From an optimization exercise on the open Yosys and OpenROAD flow, aimed at small area and a short achievable clock period; shortcuts taken in it are not production practice. Where RTL was checked, it was by simulation tests only, not by an equivalence proof against the original. Power figures rest on the tool's default switching activity, not on a simulated workload.

==> indigo: inputs <==
==> flow/design.v <==
module predec3n (
    input  logic [2:0] a,
    input  logic [2:0] a_n,
    input  logic       en_a,
    input  logic [7:0] qd,
    output logic [7:0] yn
);
    genvar j;
    generate
        for (j = 0; j < 8; j++) begin : g_j
            g_a41oi u (.a(en_a),
                       .b(j[2] ? a[2] : a_n[2]),
                       .c(j[1] ? a[1] : a_n[1]),
                       .d(j[0] ? a[0] : a_n[0]),
                       .e(qd[j]), .y(yn[j]));
        end
    endgenerate
endmodule
module ao8 (
    input  logic [7:0] d,
    input  logic [7:0] s,
    output logic       y
);
    assign y = |(d & s);
endmodule
module rdbit (
    input  logic [63:0] d,
    input  logic [63:0] rsel,
    input  logic        wbit,
    input  logic        byp,
    output logic        y_rd,
    output logic        y
);
    logic [7:0] s;
    logic [3:0] t;
    logic       keep, wb_n;
    genvar k;
    generate
        for (k = 0; k < 8; k++) begin : g_s
            ao8 u (.d(d[8*k+7:8*k]), .s(rsel[8*k+7:8*k]), .y(s[k]));
        end
        for (k = 0; k < 4; k++) begin : g_t
            g_nor2 u (.a(s[2*k]), .b(s[2*k+1]), .y(t[k]));
        end
    endgenerate
    g_nand4 u_rd (.a(t[0]), .b(t[1]), .c(t[2]), .d(t[3]), .y(y_rd));
    g_a41o  u_k  (.a(t[0]), .b(t[1]), .c(t[2]), .d(t[3]), .e(byp), .y(keep));
    g_nand2 u_wb (.a(wbit), .b(byp), .y(wb_n));
    g_nand2 u_y  (.a(keep), .b(wb_n), .y(y));
endmodule
module g_inv   (input logic a, output logic y);                   assign y = !a;                          endmodule
module g_or2   (input logic a, b, output logic y);                assign y = a || b;                      endmodule
module g_nor2  (input logic a, b, output logic y);                assign y = !(a || b);                   endmodule
module g_nand2 (input logic a, b, output logic y);                assign y = !(a && b);                   endmodule
module g_nor3  (input logic a, b, c, output logic y);             assign y = !(a || b || c);              endmodule
module g_nand3 (input logic a, b, c, output logic y);             assign y = !(a && b && c);              endmodule
module g_and4  (input logic a, b, c, d, output logic y);          assign y = a && b && c && d;            endmodule
module g_nand4 (input logic a, b, c, d, output logic y);          assign y = !(a && b && c && d);         endmodule
module g_xnor2 (input logic a, b, output logic y);                assign y = !(a ^ b);                    endmodule
module g_aoi22 (input logic a0, b0, a1, b1, output logic y);      assign y = !((a0 && b0) || (a1 && b1)); endmodule
module g_aoi222 (input logic a0, b0, a1, b1, a2, b2, output logic y);
    assign y = !((a0 && b0) || (a1 && b1) || (a2 && b2));
endmodule
module g_a41oi (input logic a, b, c, d, e, output logic y);       assign y = !((a && b && c && d) || e);  endmodule
module g_and2  (input logic a, b, output logic y);                assign y = a && b;                      endmodule
module g_a21o  (input logic a, b, c, output logic y);             assign y = (a && b) || c;               endmodule
module g_o21ai (input logic a, b, c, output logic y);             assign y = !((a || b) && c);            endmodule
module g_a41o  (input logic a, b, c, d, e, output logic y);       assign y = (a && b && c && d) || e;     endmodule
module g_a31o  (input logic a, b, c, d, output logic y);          assign y = (a && b && c) || d;          endmodule
module g_a32o  (input logic a, b, c, d, e, output logic y);       assign y = (a && b && c) || (d && e);   endmodule
module bist_top #(
    parameter size   = 6,   
    parameter length = 8    
)(
    input  logic               start,
    input  logic               rst,
    input  logic               clk,
    input  logic               csin,
    input  logic               rwbarin,
    input  logic               opr,
    input  logic [size-1:0]    address,
    input  logic [length-1:0]  datain,
    output logic [length-1:0]  dataout,
    output logic               fail
);
    function automatic logic [7:0] pat(input logic [2:0] s);
        case (s)
            3'd0: pat = 8'hAA;
            3'd1: pat = 8'h55;
            3'd2: pat = 8'hF0;
            3'd3: pat = 8'h0F;
            3'd4: pat = 8'h00;
            3'd5: pat = 8'hFF;
            3'd6: pat = 8'hCC;
            default: pat = 8'h33;
        endcase
    endfunction
    logic       test;
    logic [9:0] q;
    logic       cout;
    logic       test_nx;
    logic [9:0] q_nx;
    logic       cout_nx;
    assign test_nx = test ? !cout : start;
    assign {cout_nx, q_nx} = test ? {1'b0, q} + 11'd1 : 11'd0;
    always_ff @(posedge clk or posedge rst) begin
        if (rst)
            test <= 1'b0;
        else
            test <= test_nx;
    end
    always_ff @(posedge clk) begin
        {cout, q} <= {cout_nx, q_nx};
    end
    logic [7:0] ptn;
    assign ptn = pat(q[2:0]);
    logic              cs, we;
    logic [length-1:0] wdata;
    assign cs    = test | csin;
    assign we    = test ? !q[6] : (csin && !rwbarin);
    assign wdata = test ? ptn : datain;
    logic       ntest, en_wr;
    logic [5:0] address_n;
    logic [7:0] qd_rrow, qd_wrow, qd_col, rrow_n, wrow_n, col_n;
    assign ntest = !test;
    assign en_wr = ntest && csin && !rwbarin;
    always_comb
        for (int j = 0; j < 8; j++) begin
            qd_rrow[j] = test && (q[5:3] == j);
            qd_wrow[j] = test && !q[6] && (q[5:3] == j);
            qd_col[j]  = test && (q[2:0] == j);
        end
    genvar ga;
    generate
        for (ga = 0; ga < size; ga++) begin : g_ainv
            g_inv u (.a(address[ga]), .y(address_n[ga]));
        end
    endgenerate
    predec3n u_prrow (.a(address[5:3]), .a_n(address_n[5:3]), .en_a(ntest), .qd(qd_rrow), .yn(rrow_n));
    predec3n u_pwrow (.a(address[5:3]), .a_n(address_n[5:3]), .en_a(en_wr), .qd(qd_wrow), .yn(wrow_n));
    predec3n u_pcol  (.a(address[2:0]), .a_n(address_n[2:0]), .en_a(ntest), .qd(qd_col),  .yn(col_n));
    genvar gw;
    logic [63:0] rsel, wsel;
    generate
        for (gw = 0; gw < 64; gw++) begin : g_sel
            g_nor2 u_r (.a(rrow_n[gw/8]), .b(col_n[gw%8]), .y(rsel[gw]));
            g_nor2 u_w (.a(wrow_n[gw/8]), .b(col_n[gw%8]), .y(wsel[gw]));
        end
    endgenerate
    logic [length-1:0] ram [0:63];
    always_ff @(posedge clk) begin
        for (int w = 0; w < 64; w++)
            if (wsel[w])
                ram[w] <= wdata;
    end
    logic [length-1:0] rd, rd_w;
    genvar gb, gx;
    generate
        for (gb = 0; gb < length; gb++) begin : g_rd
            logic [63:0] col;
            for (gx = 0; gx < 64; gx++) begin : g_w
                assign col[gx] = ram[gx][gb];
            end
            rdbit u_rd (.d(col), .rsel(rsel), .wbit(wdata[gb]), .byp(we), .y_rd(rd[gb]), .y(rd_w[gb]));
        end
    endgenerate
    logic [length-1:0] rdata;
    always_ff @(posedge clk) begin
        if (cs)
            rdata <= rd_w;
    end
    logic [7:0] ptn_nx, mism_n;
    logic       chk_n, fa_lo_d, fa_hi_d;
    assign ptn_nx = pat(q_nx[2:0]);
    assign chk_n  = !(test && !cout && q[6] && q_nx[6]);
    generate
        for (gb = 0; gb < length; gb++) begin : g_cmp
            g_xnor2 u (.a(rd[gb]), .b(ptn_nx[gb]), .y(mism_n[gb]));
        end
    endgenerate
    g_a41oi u_falo (.a(mism_n[0]), .b(mism_n[1]), .c(mism_n[2]), .d(mism_n[3]), .e(chk_n), .y(fa_lo_d));
    g_a41oi u_fahi (.a(mism_n[4]), .b(mism_n[5]), .c(mism_n[6]), .d(mism_n[7]), .e(chk_n), .y(fa_hi_d));
    logic rd_t, fa_lo, fa_hi, fa_t, fb;
    always_ff @(posedge clk or posedge rst) begin
        if (rst) begin
            rd_t  <= 1'b0;
            fa_lo <= 1'b0;
            fa_hi <= 1'b0;
            fa_t  <= 1'b0;
            fb    <= 1'b0;
        end else begin
            rd_t  <= test_nx && q_nx[6];
            fa_lo <= fa_lo_d;
            fa_hi <= fa_hi_d;
            fa_t  <= test && !cout && !q[6] && q_nx[6];
            fb    <= test_nx && !q_nx[6] && (q_nx[2:0] != 3'd4);
        end
    end
    logic idle_rd_n;
    g_nand2 u_ird (.a(csin), .b(rwbarin), .y(idle_rd_n));
    genvar go;
    generate
        for (go = 0; go < length; go++) begin : g_out
            logic idle_dn, test_dn;
            assign idle_dn = !(rdata[go] && ntest);
            assign test_dn = !(rdata[go] && rd_t);
            g_o21ai u (.a(idle_rd_n), .b(idle_dn), .c(test_dn), .y(dataout[go]));
        end
    endgenerate
    logic fa;
    assign fa = fa_lo || fa_hi || fa_t;
    g_a32o u_fail (.a(opr), .b(rwbarin), .c(fb), .d(opr), .e(fa), .y(fail));
endmodule
==> flow/flow/run.sh <==
#!/bin/bash
# Layout flow: the standard synthesis and layout (standard.sh), with the
# port buffers made from buf_4 cells. Each step's full output goes to its own log.
set -euo pipefail
work=$(pwd)
bash standard.sh synth > "$work/synth.log" 2>&1
bash standard.sh \
    "BUFFER_PORTS_ARGS=-buffer_cell sky130_fd_sc_hd__buf_4" \
    finish > "$work/layout.log" 2>&1
==> flow/standard.sh <==
#!/bin/bash
# synth_recipe.tcl (not shown) runs the flow's synth.tcl, then flattens the netlist and writes it again
# the make line also repeats each setting of config.mk as NAME=value (left out here)
make -C /OpenROAD-flow-scripts/flow DESIGN_CONFIG=/design/flow/config.mk WORK_HOME=/design/flow/orfs CLKGATE_MAP_FILE= SYNTH_SCRIPT=/design/flow/synth_recipe.tcl "${@:-finish}"
==> flow/config.mk <==
export PLATFORM = sky130hd
export DESIGN_NAME = bist_top
export DESIGN_NICKNAME = bist_top
export VERILOG_FILES = /design/flow/design.v
export SDC_FILE = /design/flow/constraint.sdc
export NUM_CORES = 4
export LEC_CHECK = 0
export CAP_MARGIN = 20
export CORE_MARGIN = 2
export CORE_UTILIZATION = 60
export CTS_BUF_LIST = sky130_fd_sc_hd__clkbuf_8
export CTS_CLUSTER_DIAMETER = 80
export CTS_CLUSTER_SIZE = 14
export SETUP_SLACK_MARGIN = 3.0
export SLEW_MARGIN = 20
export SYNTH_HIERARCHICAL = 1
==> flow/constraint.sdc <==
create_clock -name core_clock -period 6.0 [get_ports {clk}]
set_input_delay 1.2000 -clock core_clock [delete_from_list [all_inputs] [get_ports {clk}]]
set_output_delay 1.2000 -clock core_clock [all_outputs]
set_load 0.01 [all_outputs]
==> zinc (differences from indigo) <==
--- a/flow/design.v
+++ b/flow/design.v
@@ -16,45 +16,41 @@
         end
     endgenerate
 endmodule
-module ao8 (
-    input  logic [7:0] d,
-    input  logic [7:0] s,
-    output logic       y
-);
-    assign y = |(d & s);
-endmodule
 module rdbit (
     input  logic [63:0] d,
     input  logic [63:0] rsel,
     input  logic        wbit,
-    input  logic        byp,
-    output logic        y_rd,
+    input  logic        wsel_d,
     output logic        y
 );
-    logic [7:0] s;
-    logic [3:0] t;
-    logic       keep, wb_n;
+    logic [21:0] p;
+    logic [5:0]  s;
+    logic [2:0]  t;
     genvar k;
     generate
-        for (k = 0; k < 8; k++) begin : g_s
-            ao8 u (.d(d[8*k+7:8*k]), .s(rsel[8*k+7:8*k]), .y(s[k]));
-        end
-        for (k = 0; k < 4; k++) begin : g_t
-            g_nor2 u (.a(s[2*k]), .b(s[2*k+1]), .y(t[k]));
-        end
-    endgenerate
-    g_nand4 u_rd (.a(t[0]), .b(t[1]), .c(t[2]), .d(t[3]), .y(y_rd));
-    g_a41o  u_k  (.a(t[0]), .b(t[1]), .c(t[2]), .d(t[3]), .e(byp), .y(keep));
-    g_nand2 u_wb (.a(wbit), .b(byp), .y(wb_n));
-    g_nand2 u_y  (.a(keep), .b(wb_n), .y(y));
+        for (k = 0; k < 21; k++) begin : g_p
+            g_aoi222 u (.a0(d[3*k]),   .b0(rsel[3*k]),
+                        .a1(d[3*k+1]), .b1(rsel[3*k+1]),
+                        .a2(d[3*k+2]), .b2(rsel[3*k+2]), .y(p[k]));
+        end
+    endgenerate
+    g_aoi22 u_p21 (.a0(d[63]), .b0(rsel[63]), .a1(wbit), .b1(wsel_d), .y(p[21]));
+    g_nand4 u_s0 (.a(p[0]),  .b(p[1]),  .c(p[2]),  .d(p[3]),  .y(s[0]));
+    g_nand4 u_s1 (.a(p[4]),  .b(p[5]),  .c(p[6]),  .d(p[7]),  .y(s[1]));
+    g_nand4 u_s2 (.a(p[8]),  .b(p[9]),  .c(p[10]), .d(p[11]), .y(s[2]));
+    g_nand4 u_s3 (.a(p[12]), .b(p[13]), .c(p[14]), .d(p[15]), .y(s[3]));
+    g_nand3 u_s4 (.a(p[16]), .b(p[17]), .c(p[18]), .y(s[4]));
+    g_nand3 u_s5 (.a(p[19]), .b(p[20]), .c(p[21]), .y(s[5]));
+    g_nor2  u_t0 (.a(s[0]), .b(s[1]), .y(t[0]));
+    g_nor2  u_t1 (.a(s[2]), .b(s[3]), .y(t[1]));
+    g_nor2  u_t2 (.a(s[4]), .b(s[5]), .y(t[2]));
+    g_nand3 u_y  (.a(t[0]), .b(t[1]), .c(t[2]), .y(y));
 endmodule
 module g_inv   (input logic a, output logic y);                   assign y = !a;                          endmodule
 module g_or2   (input logic a, b, output logic y);                assign y = a || b;                      endmodule
 module g_nor2  (input logic a, b, output logic y);                assign y = !(a || b);                   endmodule
-module g_nand2 (input logic a, b, output logic y);                assign y = !(a && b);                   endmodule
 module g_nor3  (input logic a, b, c, output logic y);             assign y = !(a || b || c);              endmodule
 module g_nand3 (input logic a, b, c, output logic y);             assign y = !(a && b && c);              endmodule
-module g_and4  (input logic a, b, c, d, output logic y);          assign y = a && b && c && d;            endmodule
 module g_nand4 (input logic a, b, c, d, output logic y);          assign y = !(a && b && c && d);         endmodule
 module g_xnor2 (input logic a, b, output logic y);                assign y = !(a ^ b);                    endmodule
 module g_aoi22 (input logic a0, b0, a1, b1, output logic y);      assign y = !((a0 && b0) || (a1 && b1)); endmodule
@@ -64,8 +60,6 @@
 module g_a41oi (input logic a, b, c, d, e, output logic y);       assign y = !((a && b && c && d) || e);  endmodule
 module g_and2  (input logic a, b, output logic y);                assign y = a && b;                      endmodule
 module g_a21o  (input logic a, b, c, output logic y);             assign y = (a && b) || c;               endmodule
-module g_o21ai (input logic a, b, c, output logic y);             assign y = !((a || b) && c);            endmodule
-module g_a41o  (input logic a, b, c, d, e, output logic y);       assign y = (a && b && c && d) || e;     endmodule
 module g_a31o  (input logic a, b, c, d, output logic y);          assign y = (a && b && c) || d;          endmodule
 module g_a32o  (input logic a, b, c, d, e, output logic y);       assign y = (a && b && c) || (d && e);   endmodule
 module bist_top #(
@@ -119,14 +113,15 @@
     assign cs    = test | csin;
     assign we    = test ? !q[6] : (csin && !rwbarin);
     assign wdata = test ? ptn : datain;
-    logic       ntest, en_wr;
+    logic       ntest, en_rd, en_wr;
     logic [5:0] address_n;
     logic [7:0] qd_rrow, qd_wrow, qd_col, rrow_n, wrow_n, col_n;
     assign ntest = !test;
+    assign en_rd = ntest && rwbarin;
     assign en_wr = ntest && csin && !rwbarin;
     always_comb
         for (int j = 0; j < 8; j++) begin
-            qd_rrow[j] = test && (q[5:3] == j);
+            qd_rrow[j] = test &&  q[6] && (q[5:3] == j);
             qd_wrow[j] = test && !q[6] && (q[5:3] == j);
             qd_col[j]  = test && (q[2:0] == j);
         end
@@ -136,7 +131,7 @@
             g_inv u (.a(address[ga]), .y(address_n[ga]));
         end
     endgenerate
-    predec3n u_prrow (.a(address[5:3]), .a_n(address_n[5:3]), .en_a(ntest), .qd(qd_rrow), .yn(rrow_n));
+    predec3n u_prrow (.a(address[5:3]), .a_n(address_n[5:3]), .en_a(en_rd), .qd(qd_rrow), .yn(rrow_n));
     predec3n u_pwrow (.a(address[5:3]), .a_n(address_n[5:3]), .en_a(en_wr), .qd(qd_wrow), .yn(wrow_n));
     predec3n u_pcol  (.a(address[2:0]), .a_n(address_n[2:0]), .en_a(ntest), .qd(qd_col),  .yn(col_n));
     genvar gw;
@@ -153,7 +148,7 @@
             if (wsel[w])
                 ram[w] <= wdata;
     end
-    logic [length-1:0] rd, rd_w;
+    logic [length-1:0] rd;
     genvar gb, gx;
     generate
         for (gb = 0; gb < length; gb++) begin : g_rd
@@ -161,18 +156,18 @@
             for (gx = 0; gx < 64; gx++) begin : g_w
                 assign col[gx] = ram[gx][gb];
             end
-            rdbit u_rd (.d(col), .rsel(rsel), .wbit(wdata[gb]), .byp(we), .y_rd(rd[gb]), .y(rd_w[gb]));
+            rdbit u_rd (.d(col), .rsel(rsel), .wbit(wdata[gb]), .wsel_d(we), .y(rd[gb]));
         end
     endgenerate
     logic [length-1:0] rdata;
     always_ff @(posedge clk) begin
         if (cs)
-            rdata <= rd_w;
+            rdata <= rd;
     end
     logic [7:0] ptn_nx, mism_n;
     logic       chk_n, fa_lo_d, fa_hi_d;
     assign ptn_nx = pat(q_nx[2:0]);
-    assign chk_n  = !(test && !cout && q[6] && q_nx[6]);
+    assign chk_n  = !(test && !cout && q_nx[6]);
     generate
         for (gb = 0; gb < length; gb++) begin : g_cmp
             g_xnor2 u (.a(rd[gb]), .b(ptn_nx[gb]), .y(mism_n[gb]));
@@ -180,34 +175,32 @@
     endgenerate
     g_a41oi u_falo (.a(mism_n[0]), .b(mism_n[1]), .c(mism_n[2]), .d(mism_n[3]), .e(chk_n), .y(fa_lo_d));
     g_a41oi u_fahi (.a(mism_n[4]), .b(mism_n[5]), .c(mism_n[6]), .d(mism_n[7]), .e(chk_n), .y(fa_hi_d));
-    logic rd_t, fa_lo, fa_hi, fa_t, fb;
+    logic rd_t, fa_lo, fa_hi, fb;
     always_ff @(posedge clk or posedge rst) begin
         if (rst) begin
             rd_t  <= 1'b0;
             fa_lo <= 1'b0;
             fa_hi <= 1'b0;
-            fa_t  <= 1'b0;
             fb    <= 1'b0;
         end else begin
             rd_t  <= test_nx && q_nx[6];
             fa_lo <= fa_lo_d;
             fa_hi <= fa_hi_d;
-            fa_t  <= test && !cout && !q[6] && q_nx[6];
             fb    <= test_nx && !q_nx[6] && (q_nx[2:0] != 3'd4);
         end
     end
-    logic idle_rd_n;
-    g_nand2 u_ird (.a(csin), .b(rwbarin), .y(idle_rd_n));
+    logic idle_rd;
+    g_and2 u_ird (.a(csin), .b(rwbarin), .y(idle_rd));
     genvar go;
     generate
         for (go = 0; go < length; go++) begin : g_out
-            logic idle_dn, test_dn;
-            assign idle_dn = !(rdata[go] && ntest);
-            assign test_dn = !(rdata[go] && rd_t);
-            g_o21ai u (.a(idle_rd_n), .b(idle_dn), .c(test_dn), .y(dataout[go]));
+            logic idle_d, test_d;
+            assign idle_d = rdata[go] && ntest;
+            assign test_d = rdata[go] && rd_t;
+            g_a21o u (.a(idle_rd), .b(idle_d), .c(test_d), .y(dataout[go]));
         end
     endgenerate
     logic fa;
-    assign fa = fa_lo || fa_hi || fa_t;
+    assign fa = fa_lo || fa_hi;
     g_a32o u_fail (.a(opr), .b(rwbarin), .c(fb), .d(opr), .e(fa), .y(fail));
 endmodule
==> flow/run.sh (new file) <==
#!/bin/bash
# synth_recipe.tcl (not shown) runs the flow's synth.tcl, then flattens the netlist and writes it again
# the make line also repeats each setting of config.mk as NAME=value (left out here)
make -C /OpenROAD-flow-scripts/flow DESIGN_CONFIG=/design/flow/config.mk WORK_HOME=/design/flow/orfs CLKGATE_MAP_FILE= SYNTH_SCRIPT=/design/flow/synth_recipe.tcl finish
Settings changed: SETUP_SLACK_MARGIN 3.0 to 3.5.
removed: flow/flow/run.sh
removed: flow/standard.sh
==> qor summary <==
Maximum VDD drop: indigo 582 uV; zinc 549 uV
Portion of netlist area occupied by mux cells: indigo 0.0547%; zinc 0.0558%
Result of the run: indigo timing/DRC/antenna clean; zinc timing/DRC/antenna clean
Reported clock group power: indigo 1.85 mW; zinc 1.83 mW
Worst Path Max Fanout: indigo 9; zinc 8
Internal power: indigo 6.55 mW; zinc 6.63 mW
DPL Wire Length: indigo 31700 um; zinc 30900 um
Final GP Congestion: indigo 0.847; zinc 0.844
Number of register bits inferred by synthesis: indigo 537; zinc 536
Cell depth of the worst min-delay path: indigo 2; zinc 1
Final design instance area without fill: indigo 0.0238 mm2; zinc 0.0249 mm2
Cell count after synthesis: indigo 1265; zinc 1133
Area of the core: indigo 0.0337 mm2; zinc 0.0334 mm2
Worst slew margin: indigo 31.7%; zinc 30.0%
CP peak stage delay: indigo 320 ps; zinc 630 ps
Filler instances: indigo 2227; zinc 1995
Number of DRC markers in iteration 0: indigo 1317; zinc 2105
Terminating pin of the worst hold path: indigo cout; zinc rd_t
Final Cycle Share: indigo 50.9%; zinc 54.2%
Die height: indigo 189 um; zinc 187 um
Pre-CTS setup slack: indigo 1670 ps; zinc 775 ps
Sw Share: indigo 32.9%; zinc 32.1%
Startpoint of the lowest-slack hold path: indigo q[9]; zinc cout
Post-DR vias/cell: indigo 6.58; zinc 6.92
No functional check of the RTL was part of zinc.

[re-timing with driven ports]
The flow's constraints put no driver on any port. The routed layouts listed below were extracted and timed again, unchanged, in two steps.
Step 1 sets driving cells, clkbuf_16 on the clock port and buf_2 on the other inputs (assumed; they add their load-dependent delay and slew).
Step 2 times the ports against the registers' clock, not the clock port: input delays grow and output delays shrink by t, the midpoint of the rising clock arrivals with the driver on.
a / b / c = no drivers / after step 1 / after step 2; a / b = the first two.
run	shift t [ns]	setup slack, ns	worst hold slack (ns)	slew at the worst register clock pin (ns)	worst slew at a driven data input, ns
indigo	0.669	2.948 / 2.922 / 2.253	0.425 / 0.424 / 0.424	0.10 / 0.10	0.08
zinc	0.681	2.749 / 2.719 / 2.050	0.468 / 0.468 / 0.468	0.11 / 0.11	0.12
After both steps every run listed still meets setup and hold. The setup slack of zinc, which loses most, moves by -0.030 ns with the drivers and by -0.699 ns with both steps.
